This is an optimization exercise on Yosys and OpenROAD, whose aim is small area, a short achievable clock period and few clock cycles per item, not a production implementation. In this exercise RTL edits were held to simulation tests only and were not proved equivalent to the original. Power and IR drop assume default switching activity.

===== flow/config.mk =====
export PLATFORM = sky130hd
export DESIGN_NAME = Rsa256Wrapper
export DESIGN_NICKNAME = Rsa256Wrapper
export VERILOG_FILES = /design/flow/design.v
export SDC_FILE = /design/flow/constraint.sdc
export NUM_CORES = 8
export LEC_CHECK = 0
export CAP_MARGIN = 20
export CORE_MARGIN = 2
export CORE_UTILIZATION = 40
export SETUP_SLACK_MARGIN = 1.0
export SLEW_MARGIN = 20

===== flow/constraint.sdc =====
create_clock -name core_clock -period 22.0 [get_ports {avm_clk}]
set_input_delay 4.4000 -clock core_clock [delete_from_list [all_inputs] [get_ports {avm_clk}]]
set_output_delay 4.4000 -clock core_clock [all_outputs]
set_load 0.01 [all_outputs]

===== flow/design.v =====
module Montgomery(
	input		   i_clk,
	input		   i_rst,
	input 		   i_start,
	input  [255:0] i_a, 
	input  [255:0] i_b,
	input  [255:0] i_n,
	output [255:0] o_res,
	output 		   done
);
localparam S_IDLE = 0;
localparam S_COMPUTE = 1;
logic [257:0] res_r, res_w;
logic state_r, state_w;
logic done_flag_r, done_flag_w;
logic multiplyer_r, multiplyer_w;
logic [257:0] w1, w2, w3, w4;
logic [7:0] count_r, count_w;
assign o_res = res_r[255:0];
assign done = done_flag_r;
always_comb begin
	res_w = res_r;
	state_w = state_r;
	done_flag_w = done_flag_r;
	multiplyer_w = multiplyer_r; 
	count_w = count_r;
	w1 = 258'b0;
	w2 = 258'b0;
	w3 = 258'b0;
	w4 = 258'b0;
	case (state_r)
        S_IDLE : begin
            if (i_start) begin
				state_w = S_COMPUTE;
				res_w = 258'b0;
				done_flag_w = 1'b0;
				multiplyer_w = i_a[0];
				count_w = 7'b0;
			end
			else begin 
				done_flag_w = 1'b0;	
			end
        end 
        S_COMPUTE: begin
			multiplyer_w = i_a[count_r];
			w1 = multiplyer_w ? {1'b0, i_b} : 258'b0;
			w2 = w1 + res_r;
			w3 = w2[0] ? (w2 + {1'b0, i_n}) : w2;
			w4 = w3 >> 1;
			if (count_r == 8'd255) begin
				if (w4 >= {1'b0, i_n}) begin
					res_w = w4 - {1'b0, i_n};
				end
				else begin
					res_w = w4;
				end
				state_w = S_IDLE;
				done_flag_w = 1'b1;
			end
			else begin
				res_w = w4;
				count_w = count_r + 1;
			end
        end
	endcase
end
always_ff @(posedge i_clk or posedge i_rst) begin
	if (i_rst) begin
		state_r <= S_IDLE;
		res_r <= 258'b0;
		done_flag_r <= 1'b0;
		multiplyer_r <= 1'b0;
		count_r <= 8'b0;
	end
	else begin
		state_r <= state_w;
		res_r <= res_w;
		done_flag_r <= done_flag_w;
		multiplyer_r <= multiplyer_w;
		count_r <= count_w;
	end
end
endmodule
module ModuloProduct(
	input          i_clk,
	input          i_rst,
	input          i_start,
	input  [255:0] i_a, 
	input  [255:0] i_n,
	output         o_finished,
	output [255:0] o_result
);
logic state_r, state_w;
logic [7:0] count_r, count_w;
logic [256:0] res_r, res_w;
logic done_r, done_w;
logic [256:0] w1;
localparam S_IDLE = 0;
localparam S_CALC = 1;
assign o_result = res_r[255:0];
assign o_finished = done_r;
always_comb begin
	state_w = state_r;
	count_w = count_r;
	done_w = done_r;
	res_w = res_r;
	w1 = res_r << 1;
	case(state_r)
		S_IDLE: begin
			done_w = 1'b0;
			if (i_start) begin
				state_w = S_CALC;
				res_w = {1'b0,i_a};
				count_w = 8'b0;
				done_w = 1'b0;
			end
		end
		S_CALC: begin
			res_w = (w1 > i_n) ? (w1 - i_n) : w1;
			if (count_r == 8'd255) begin
				state_w = S_IDLE;
				done_w = 1'b1;
			end
			else begin
				count_w = count_r + 1;
			end
		end
	endcase
end
always_ff @(posedge i_clk or posedge i_rst) begin
	if (i_rst) begin
		state_r <= S_IDLE;
		res_r <= 257'b0;
		count_r <= 8'b0;
		done_r <= 1'b0;
	end
	else begin
		res_r <= res_w;
		state_r <= state_w;
		count_r <= count_w;
		done_r <= done_w;
	end
end
endmodule
module Rsa256Core (
	input          i_clk,
	input          i_rst,
	input          i_start,
	input  [255:0] i_a,  
	input  [255:0] i_d,  
	input  [255:0] i_n,
	output [255:0] o_a_pow_d,  
	output         o_finished
);
logic calc_product_r, calc_product_w;
logic [255:0] multiplyer_r, multiplyer_w;
logic [255:0] multiply_result_w, result_w, result_r;
logic MT1_done, MT2_done;
logic [1:0] state_r, state_w;
logic [8:0] count_r, count_w;
logic shift_finish;
logic [255:0] shift_res;
logic done_flag_r, done_flag_w;
logic calc_mont1_r, calc_mont1_w, calc_mont2_r, calc_mont2_w;
logic multiply_r, multiply_w;
logic [255:0] square_result_w;
logic [255:0] init_a_w, init_a_r;
localparam S_IDLE = 0;
localparam S_PREP = 1;
localparam S_CALC = 2;
localparam S_WAIT = 3;
Montgomery mont1( .i_clk(i_clk), .i_rst(i_rst), .i_start(calc_mont1_w), .i_a(multiplyer_r), .i_b(result_r), .i_n(i_n), .o_res(multiply_result_w), .done(MT1_done));
Montgomery mont2( .i_clk(i_clk), .i_rst(i_rst), .i_start(calc_mont2_w), .i_a(result_r), .i_b(result_r), .i_n(i_n), .o_res(square_result_w), .done(MT2_done));
ModuloProduct MP(.i_clk(i_clk), .i_rst(i_rst), .i_start(calc_product_w),  .i_a(init_a_w), .i_n(i_n), .o_finished(shift_finish), .o_result(shift_res));
assign o_a_pow_d = result_r;
assign o_finished = done_flag_r;
always_comb begin
	state_w = state_r;
	calc_product_w = calc_product_r;
	count_w = count_r;
	multiply_w = multiply_r;
	multiplyer_w = multiplyer_r;
	calc_mont1_w = calc_mont1_r;
	calc_mont2_w = calc_mont2_r;
	result_w = result_r;
	init_a_w = init_a_r;
	done_flag_w = done_flag_r;
	case(state_r)
		S_IDLE : begin
			done_flag_w = 1'b0;
			if (i_start) begin
				calc_product_w = 1'b1;
				state_w = S_PREP;
				done_flag_w = 1'b0;
				count_w = 9'd0;
				calc_mont1_w = 1'b0;
				calc_mont2_w = 1'b0;
				multiply_w = 1'b0;
				multiplyer_w = 256'd1;
				init_a_w = i_a;
				result_w = 256'b0;
			end
		end	
		S_PREP : begin
			if (shift_finish) begin
				result_w = shift_res;
				state_w = S_CALC;
				calc_product_w = 1'b0;
			end
		end	
		S_CALC : begin
			if(count_r == 9'd256) begin
				state_w = S_IDLE;
				done_flag_w = 1'b1;
				result_w = multiplyer_r; 
			end
			else begin
				count_w = count_r + 1;
				if (i_d[count_r]) begin
					state_w = S_WAIT;
					calc_mont1_w = 1'b1;
					calc_mont2_w = 1'b1;
					multiply_w = 1'b1;
				end
				else begin
					state_w = S_WAIT;
					calc_mont2_w = 1'b1;
					calc_mont1_w = 1'b0;
					multiply_w = 1'b0;
				end
			end
		end
		S_WAIT : begin
			if (multiply_r & MT1_done & MT2_done) begin
				calc_mont1_w = 1'b0;
				calc_mont2_w = 1'b0;
				result_w = square_result_w;
				multiplyer_w = multiply_result_w;
				state_w = S_CALC;
			end
			else if (~multiply_r & MT2_done) begin
				calc_mont2_w = 1'b0;
				result_w = square_result_w;
				state_w = S_CALC;
			end	
		end
	endcase
end
always_ff @(posedge i_clk or posedge i_rst) begin
	if (i_rst) begin
		state_r <= S_IDLE;
		result_r <= 257'b0;
		done_flag_r <= 1'b0;
		multiplyer_r <= 256'd1;
		calc_mont1_r <= 1'b0;
		calc_mont2_r <= 1'b0;
		calc_product_r <= 1'b0;
		count_r <= 9'd0;
		multiply_r <= 1'b0;
		init_a_r <= 256'b0;
		done_flag_r <= 1'b0;
	end
	else begin
		state_r <= state_w;
		result_r <= result_w;
		done_flag_r <= done_flag_w;
		multiplyer_r <= multiplyer_w;
		calc_mont1_r <= calc_mont1_w;
		calc_mont2_r <= calc_mont2_w;
		calc_product_r <= calc_product_w;
		count_r <= count_w;
		multiply_r <= multiply_w;
		init_a_r <= init_a_w;
	end
end
endmodule
module Rsa256Wrapper (
    input         avm_rst,
    input         avm_clk,
    output  [4:0] avm_address,  
    output        avm_read,
    input  [31:0] avm_readdata,
    output        avm_write,
    output [31:0] avm_writedata,
    input         avm_waitrequest
);
localparam RX_BASE     = 0*4;
localparam TX_BASE     = 1*4;
localparam STATUS_BASE = 2*4;
localparam TX_OK_BIT   = 6;
localparam RX_OK_BIT   = 7;
localparam RSA_DATA_LEN = 32;  
localparam S_RX_IDLE        = 0;
localparam S_TX_IDLE        = 1;
localparam S_GET_KEY        = 2;
localparam S_GET_DATA       = 3;
localparam S_WAIT_CALCULATE = 4;
localparam S_SEND_DATA      = 5;
localparam T_KEY  = 1'b0;
localparam T_DATA = 1'b1;
logic [255:0] n_r, n_w, d_r, d_w, enc_r, enc_w, dec_r, dec_w;  
logic [2:0] state_r, state_w;
logic [6:0] bytes_counter_r, bytes_counter_w;
logic [4:0] avm_address_r, avm_address_w;
logic avm_read_r, avm_read_w, avm_write_r, avm_write_w;
logic rx_type_r, rx_type_w;
logic rsa_start_r, rsa_start_w;
logic rsa_finished;
logic [255:0] rsa_dec;
assign avm_address = avm_address_r;
assign avm_read = avm_read_r;
assign avm_write = avm_write_r;
assign avm_writedata = dec_r[247-:8];
Rsa256Core rsa256_core(
    .i_clk(avm_clk),
    .i_rst(avm_rst),
    .i_start(rsa_start_r),
    .i_a(enc_r),
    .i_d(d_r),
    .i_n(n_r),
    .o_a_pow_d(rsa_dec),
    .o_finished(rsa_finished)
);
task StartRead;
    input [4:0] addr;
    begin
        avm_read_w = 1;
        avm_write_w = 0;
        avm_address_w = addr;
    end
endtask
task StartWrite;
    input [4:0] addr;
    begin
        avm_read_w = 0;
        avm_write_w = 1;
        avm_address_w = addr;
    end
endtask
always_comb begin
    n_w = n_r;
    d_w = d_r;
    enc_w = enc_r;
    dec_w = dec_r;
    avm_address_w = avm_address_r;
    avm_read_w = avm_read_r;
	avm_write_w = avm_write_r;
    state_w = state_r;
    rsa_start_w = rsa_start_r;
    bytes_counter_w = bytes_counter_r;
    rx_type_w = rx_type_r;
     case (state_r)
        S_RX_IDLE : begin
            StartRead(STATUS_BASE);
            if (!avm_waitrequest) begin
                if (avm_readdata[RX_OK_BIT]) begin
                    StartRead(RX_BASE);
                    if (rx_type_r == T_KEY)
                        state_w = S_GET_KEY;
                    else
                        state_w = S_GET_DATA;
                end
                else begin
                    state_w = S_RX_IDLE;
                end
            end
            else begin
                state_w = S_RX_IDLE;
            end
        end
        S_GET_KEY: begin
            if (!avm_waitrequest) begin
                    avm_read_w = 0;  
                    if (bytes_counter_r < RSA_DATA_LEN) begin
                        n_w = n_r << 8;
                        n_w[7:0] = avm_readdata[7:0];
                        bytes_counter_w = bytes_counter_r + 1'b1;
                        state_w = S_RX_IDLE;
                    end
                    else if (bytes_counter_r < 2 * RSA_DATA_LEN) begin  
                        d_w = d_r << 8;
                        d_w[7:0] = avm_readdata[7:0];
                        bytes_counter_w = bytes_counter_r + 1'b1;
                        state_w = S_RX_IDLE;
                    end
                    if (bytes_counter_r == (2 * RSA_DATA_LEN - 1)) begin
                        rx_type_w = T_DATA;
                        state_w = S_RX_IDLE;
                        bytes_counter_w = 0;
                    end
            end
            else begin
                state_w = S_GET_KEY;
            end
        end
        S_GET_DATA: begin
            if (!avm_waitrequest) begin
                avm_read_w = 0;
                if (bytes_counter_r < RSA_DATA_LEN) begin
                    enc_w = enc_r << 8;
                    enc_w[7:0] = avm_readdata[7:0];
                    bytes_counter_w = bytes_counter_r + 1'b1;
                    state_w = S_RX_IDLE;
                end
                if (bytes_counter_r == RSA_DATA_LEN - 1) begin
                    bytes_counter_w = 0;
                    rsa_start_w = 1'b1;  
                    state_w = S_WAIT_CALCULATE;
                end
            end
        end
        S_WAIT_CALCULATE : begin
            rsa_start_w = 1'b0;  
            if (rsa_finished) begin
                dec_w = rsa_dec;
                state_w = S_TX_IDLE;
            end
            else begin
                state_w = S_WAIT_CALCULATE;
            end
        end
        S_TX_IDLE: begin
            StartRead(STATUS_BASE);
            if (!avm_waitrequest) begin
                if (avm_readdata[TX_OK_BIT]) begin
                    StartWrite(TX_BASE);
                    state_w = S_SEND_DATA;
                end
                else begin
                    state_w = S_TX_IDLE;
                end
            end
            else begin
                state_w = S_TX_IDLE;
            end
        end
        S_SEND_DATA : begin
            if (!avm_waitrequest) begin
                avm_write_w = 0;
                if (bytes_counter_r < RSA_DATA_LEN - 2) begin
                    bytes_counter_w = bytes_counter_r + 1'b1;
                    dec_w = dec_r << 8;
                    state_w = S_TX_IDLE;
                end
                else if (bytes_counter_r == RSA_DATA_LEN - 2) begin  
                    bytes_counter_w = 0;
                    state_w = S_RX_IDLE;
                end
                else begin
                    state_w = S_SEND_DATA;
                end
            end
            else begin
                state_w = S_SEND_DATA;
            end
        end
    endcase
end
always_ff @(posedge avm_clk or posedge avm_rst) begin
    if (avm_rst) begin
        n_r <= 0;
        d_r <= 0;
        enc_r <= 0;
        dec_r <= 0;
        avm_address_r <= STATUS_BASE;
        avm_read_r <= 1;
        avm_write_r <= 0;
        state_r <= S_RX_IDLE;
        bytes_counter_r <= 0;
        rsa_start_r <= 0;
        rx_type_r <= T_KEY;
    end else begin
        n_r <= n_w;
        d_r <= d_w;
        enc_r <= enc_w;
        dec_r <= dec_w;
        avm_address_r <= avm_address_w;
        avm_read_r <= avm_read_w;
        avm_write_r <= avm_write_w;
        state_r <= state_w;
        bytes_counter_r <= bytes_counter_w;
        rsa_start_r <= rsa_start_w;
        rx_type_r <= rx_type_w;
    end
end
endmodule

===== flow/run.sh =====
#!/bin/bash
# synth_recipe.tcl (not shown) runs the flow's synth.tcl, then flattens the netlist and writes it again
# the make line also repeats each setting of config.mk as NAME=value (left out here)
make -C /OpenROAD-flow-scripts/flow DESIGN_CONFIG=/design/flow/config.mk WORK_HOME=/design/flow/orfs CLKGATE_MAP_FILE= SYNTH_SCRIPT=/design/flow/synth_recipe.tcl finish

==> impl_metrics.prom <==
# TYPE chip_impl_metric gauge
chip_impl_info{name="run_status",value="finished clean"} 1
chip_impl_info{name="synth_most_common_cell",value="sky130_fd_sc_hd__nand2_1"} 1
chip_impl_metric{name="critPathMaxStageDelay",unit="ns"} 1.04
chip_impl_metric{name="synth-async-reset-ratio",unit="%"} 100.0
chip_impl_metric{name="wire_per_inst",unit="um"} 34.86
chip_impl_metric{name="clockPowerShare",unit="%"} 41.2
chip_impl_metric{name="global_route_congestion_overflow_total",unit=""} 0
chip_impl_metric{name="die_area",unit="mm2"} 0.6237
chip_impl_metric{name="ys_seq_area_share",unit="%"} 26.53
chip_impl_metric{name="drtPass1Iterations",unit=""} 13
chip_impl_metric{name="clock_path_buffers",unit=""} 4
chip_impl_info{name="worst_setup_path_endpoint",value="rsa256_core.mont1.res_r[148]"} 1
chip_impl_metric{name="yosys.area.top_type_share",unit="%"} 26.50
chip_impl_metric{name="number_of_global_route_vias_before_repair",unit=""} 243000
chip_impl_metric{name="final.min_clock_period",unit="ns"} 21.03
chip_impl_info{name="synth.cells.most_frequent",value="sky130_fd_sc_hd__nand2_1, sky130_fd_sc_hd__a21oi_1, sky130_fd_sc_hd__nor2_1"} 1
chip_impl_metric{name="initial_antenna_violation_count",unit=""} 145
chip_impl_info{name="synth_largest_area_cell",value="sky130_fd_sc_hd__dfrtp_1"} 1
chip_impl_metric{name="power_per_cell_area",unit="mW/mm2"} 53.08
chip_impl_metric{name="post_synthesis_instance_area",unit="mm2"} 0.2470
chip_impl_info{name="reg2reg_to",value="rsa256_core.mont1.res_r[148]"} 1
chip_impl_metric{name="std_cell_rows",unit=""} 288
chip_impl_metric{name="critical_path_arrival",unit="ns"} 22.00
chip_impl_info{name="cts_root_buffer",value="sky130_fd_sc_hd__clkbuf_16"} 1
chip_impl_metric{name="max-cap-violations",unit=""} 0
chip_impl_metric{name="slew_violations",unit=""} 0
chip_impl_metric{name="max_freq",unit="GHz"} 0.04755
chip_impl_info{name="worstReg2RegStart",value="rsa256_core.mont1.count_r[0]"} 1
chip_impl_metric{name="initial_core_util",unit="%"} 40.15
chip_impl_metric{name="fin_cells",unit=""} 40480
chip_impl_metric{name="dp_hpwl",unit="mm"} 1176
chip_impl_metric{name="worst-endpoint-required",unit="ns"} 22.97
chip_impl_metric{name="core_area",unit="mm2"} 0.6151
chip_impl_metric{name="final_net_count",unit=""} 33820
chip_impl_metric{name="grt_pass1_wl",unit="mm"} 1927
chip_impl_metric{name="yosysWarnings",unit=""} 4
chip_impl_metric{name="synth.lib_cells_used.distinct",unit=""} 128
chip_impl_info{name="grt_setup_unrepaired",value="no"} 1
chip_impl_metric{name="num_io_pins",unit=""} 74
chip_impl_info{name="timing.setup.critical_path_class",value="reg2reg"} 1
chip_impl_info{name="crit_path_start_kind",value="register"} 1
chip_impl_metric{name="setup_viol",unit=""} 0
chip_impl_metric{name="power.switching_fraction",unit="%"} 35.13
chip_impl_metric{name="cell_count_of_the_worst_reg_to_reg_path",unit=""} 67
chip_impl_metric{name="reg2reg_slack",unit="ns"} 0.97
chip_impl_metric{name="internal_power",unit="mW"} 9.320
chip_impl_info{name="crit_path_start",value="rsa256_core.mont1.count_r[0]"} 1
chip_impl_metric{name="insertion_delay_of_the_later_clocked_pin_in_the_worst_skew_pair",unit="ns"} 1.09
chip_impl_info{name="end_kind",value="register"} 1
chip_impl_metric{name="sinks_on_clock_net",unit=""} 2618
chip_impl_metric{name="setup_clock_skew_after_layout",unit="ns"} 0.09907
chip_impl_metric{name="p_leak",unit="nW"} 124.0
chip_impl_metric{name="synth_cells",unit=""} 32560
chip_impl_metric{name="worst-slew-pin-transition",unit="ns"} 1.393
chip_impl_metric{name="port-buffer-count",unit=""} 22
chip_impl_metric{name="synth-edff-count",unit=""} 0
chip_impl_metric{name="clk_transition_reported_paths",unit="ns"} 0.06
chip_impl_metric{name="fp.dieW",unit="um"} 789.7
chip_impl_metric{name="drc",unit=""} 0
chip_impl_metric{name="vdd.ir_drop.worst",unit="uV"} 88.87
chip_impl_metric{name="grt_start_max_net_pins",unit=""} 182
chip_impl_metric{name="hold_viol",unit=""} 0
chip_impl_metric{name="power.share.sequential",unit="%"} 37.9
chip_impl_metric{name="via_count",unit=""} 263400
chip_impl_info{name="min_path_type",value="reg2reg"} 1
chip_impl_info{name="cpMostUsedCell",value="sky130_fd_sc_hd__buf_4"} 1
chip_impl_metric{name="switching_component_of_the_power",unit="mW"} 5.048
chip_impl_metric{name="cts_inserted_buffers",unit=""} 329
chip_impl_info{name="synth.top_cells.by_area",value="sky130_fd_sc_hd__dfrtp_1, sky130_fd_sc_hd__ha_1, sky130_fd_sc_hd__nand2_1"} 1
chip_impl_info{name="tritoncts",value="yes"} 1
chip_impl_metric{name="post_route_cells_drive_above_1_share",unit="%"} 9.580
chip_impl_metric{name="place.detailed.instances",unit=""} 39760
chip_impl_metric{name="final_core_utilization",unit="%"} 44.01
chip_impl_metric{name="yosys_register_bits",unit=""} 2618
chip_impl_metric{name="relSlewSlack",unit="%"} 6.135
chip_impl_metric{name="critPathMaxFanout",unit=""} 48
chip_impl_metric{name="final.setup.tns",unit="ns"} 0
chip_impl_metric{name="hold-worst-slack",unit="ns"} 0.4688
chip_impl_metric{name="final_antenna_net_count",unit=""} 0
chip_impl_metric{name="drtIter0Drc",unit=""} 34930
chip_impl_info{name="synthFlopType",value="sky130_fd_sc_hd__dfrtp_1"} 1
chip_impl_metric{name="postCtsHoldBufs",unit=""} 0
chip_impl_metric{name="min_period_over_period",unit="%"} 95.59
chip_impl_metric{name="postRouteWirelength",unit="mm"} 1411
chip_impl_metric{name="syn_to_final_growth",unit="%"} 9.619
chip_impl_metric{name="overall_global_routing_resource_usage",unit="%"} 43.23
chip_impl_info{name="worst_path_max_delay_cell",value="sky130_fd_sc_hd__o21ai_0"} 1
chip_impl_metric{name="vias_per_cell",unit=""} 6.506
chip_impl_metric{name="h-tree-depth",unit=""} 5
chip_impl_metric{name="combinational_share_of_power",unit="%"} 20.9
chip_impl_metric{name="die_height",unit="um"} 789.7
chip_impl_metric{name="synth.avg_cell_area",unit="um2"} 7.585
chip_impl_metric{name="gp_congestion",unit=""} 1.101
worst min path at each step:
stage,start,to,slack [ns],cells past startpoint
floorplan,dec_r[0],dec_r[0],0.44,2
global placement,rsa256_core.init_a_r[254],rsa256_core.init_a_r[254],0.45,2
detailed placement,rsa256_core.init_a_r[85],rsa256_core.init_a_r[85],0.46,2
CTS,rsa256_core.init_a_r[50],rsa256_core.init_a_r[50],0.47,2
global route,rsa256_core.init_a_r[33],rsa256_core.init_a_r[33],0.49,2
finish,rsa256_core.init_a_r[50],rsa256_core.init_a_r[50],0.47,2
flip-flops by register name (all words and copies together), names as in the netlist, 3 cells and up:
name	count
n_r	256
rsa256_core.MP.res_r	256
bytes_counter_r	7
rsa256_core.count_r	9
rsa256_core.mont2.count_r	8
dec_r	248
rsa256_core.mont2.res_r	258
enc_r	256
rsa256_core.init_a_r	256
rsa256_core.mont1.res_r	258
rsa256_core.result_r	256
rsa256_core.MP.count_r	8
rsa256_core.multiplyer_r	256
state_r	3
rsa256_core.mont1.count_r	8
d_r	256
critical path: cells and delay by family, from the launching register on:
family / cells / cell delay [ns]
AOI/OAI and AO/OA: 22 / 8.10
and+or+nand+nor: 22 / 4.64
muxes: 5 / 2.97
buffers and inverters: 13 / 2.74
adders and majority gates: 3 / 1.10
DFF: 1 / 0.82
xor gates and xnor gates: 2 / 0.23
cell type report:
class / instances / area [um2]
Inverter: 914 / 3473
Clock inverter: 149 / 2105
Fill cell: 63470 / 344400
Timing Repair Buffer: 1172 / 9726
Tap cell: 8120 / 10160
Multi-Input combinational cell: 26950 / 170100
Clock buffer: 446 / 9283
Antenna cell: 112 / 280.3
Sequential cell: 2618 / 65560
cell usage in the layout (no fill, tap or decap), drive strengths merged, types with 373 or more instances in the layout:
master  count
nand2    5350
a21oi    3710
o21ai    2973
nor2     2876
dfrtp    2615
ha       1801
buf      1150
xnor2    1124
nand4     947
inv       927
mux2      808
a21o      777
xor2      654
a31oi     642
and2      574
o21bai    563
clkbuf    446
o31ai     429
nor3      399
nand3     373
repair_timing:
action / in CTS / in global routing
buffers inserted: 0 / 3
resized for setup: 0 / 4
hold endpoints to repair: 0 / 0
endpoints found under the setup margin: 0 / 168
kinds of logic after synthesis:
kind of cell / Yosys count / share of synthesized area, %
flops: 2618 / 26.53
other cells: 1 / 0.001519
compound gates: 10750 / 26.34
fa+ha+maj: 1808 / 9.182
xor+xnor: 1779 / 6.318
buf+inv: 3022 / 4.873
simple gates: 11440 / 20.41
mux: 1145 / 6.342
per-stage QoR:
| stage | power (mW) | setup WS [ns] | instance area (um2) |
|---|---|---|---|
| final | 14.37 | 0.9703 | 270700 |
| after global routing | 14.76 | 1.061 | 270500 |
| after CTS | 14.28 | 1.449 | 270300 |
| after detailed placement | 8.394 | 1.479 | 258900 |
| after global placement | 8.364 | 1.540 | 258800 |
| after floorplan | 7.195 | -18.81 | 247100 |
metal layers:
layer  vias up  GRT usage (%)  wire length, um
li1     116300              -                -
met1    130200          56.62           577500
met2     13840          63.48           585500
met3      2973          10.96           139500
met4        66          27.19           108000
met5         -              0              682
power groups by stage:
stage | combinational [mW] | sequential (mW) | clock [mW]
after floorplan | 1.84 | 5.35 | 0
after global placement | 2.86 | 5.51 | 0
after detailed placement | 2.88 | 5.51 | 0
after CTS | 2.89 | 5.43 | 5.96
after global routing | 3.18 | 5.46 | 6.12
final | 3.00 | 5.45 | 5.92
Testbench counts, summed over its fixed seeds: cycles 1,597,456, items 24.

## static timing again, ports no longer ideal
Ports are ideal in the flow. The routed layout listed here was re-timed in OpenROAD. Step 1: set_driving_cell puts a clkbuf_16 on avm_clk and a buf_2 on each other input, an assumption about the parent block. Step 2 times the ports against the registers' clock, not the clock port: input delays grow and output delays shrink by t, the midpoint of the rising clock arrivals with the driver on. Slacks: ideal ports / drivers / drivers and shift; pairs: ideal ports / drivers.
t (ns): 1.179
slack for setup (ns): 0.970 / 0.970 / 0.970
worst setup path at the end: register to register
worst data-port slew with drivers (ns): 0.03
cell pins on the clock port's net: 1
After both steps this run still meets setup and hold. The setup slack of this run moves by 0.000 ns with the drivers and by 0.000 ns with both steps.
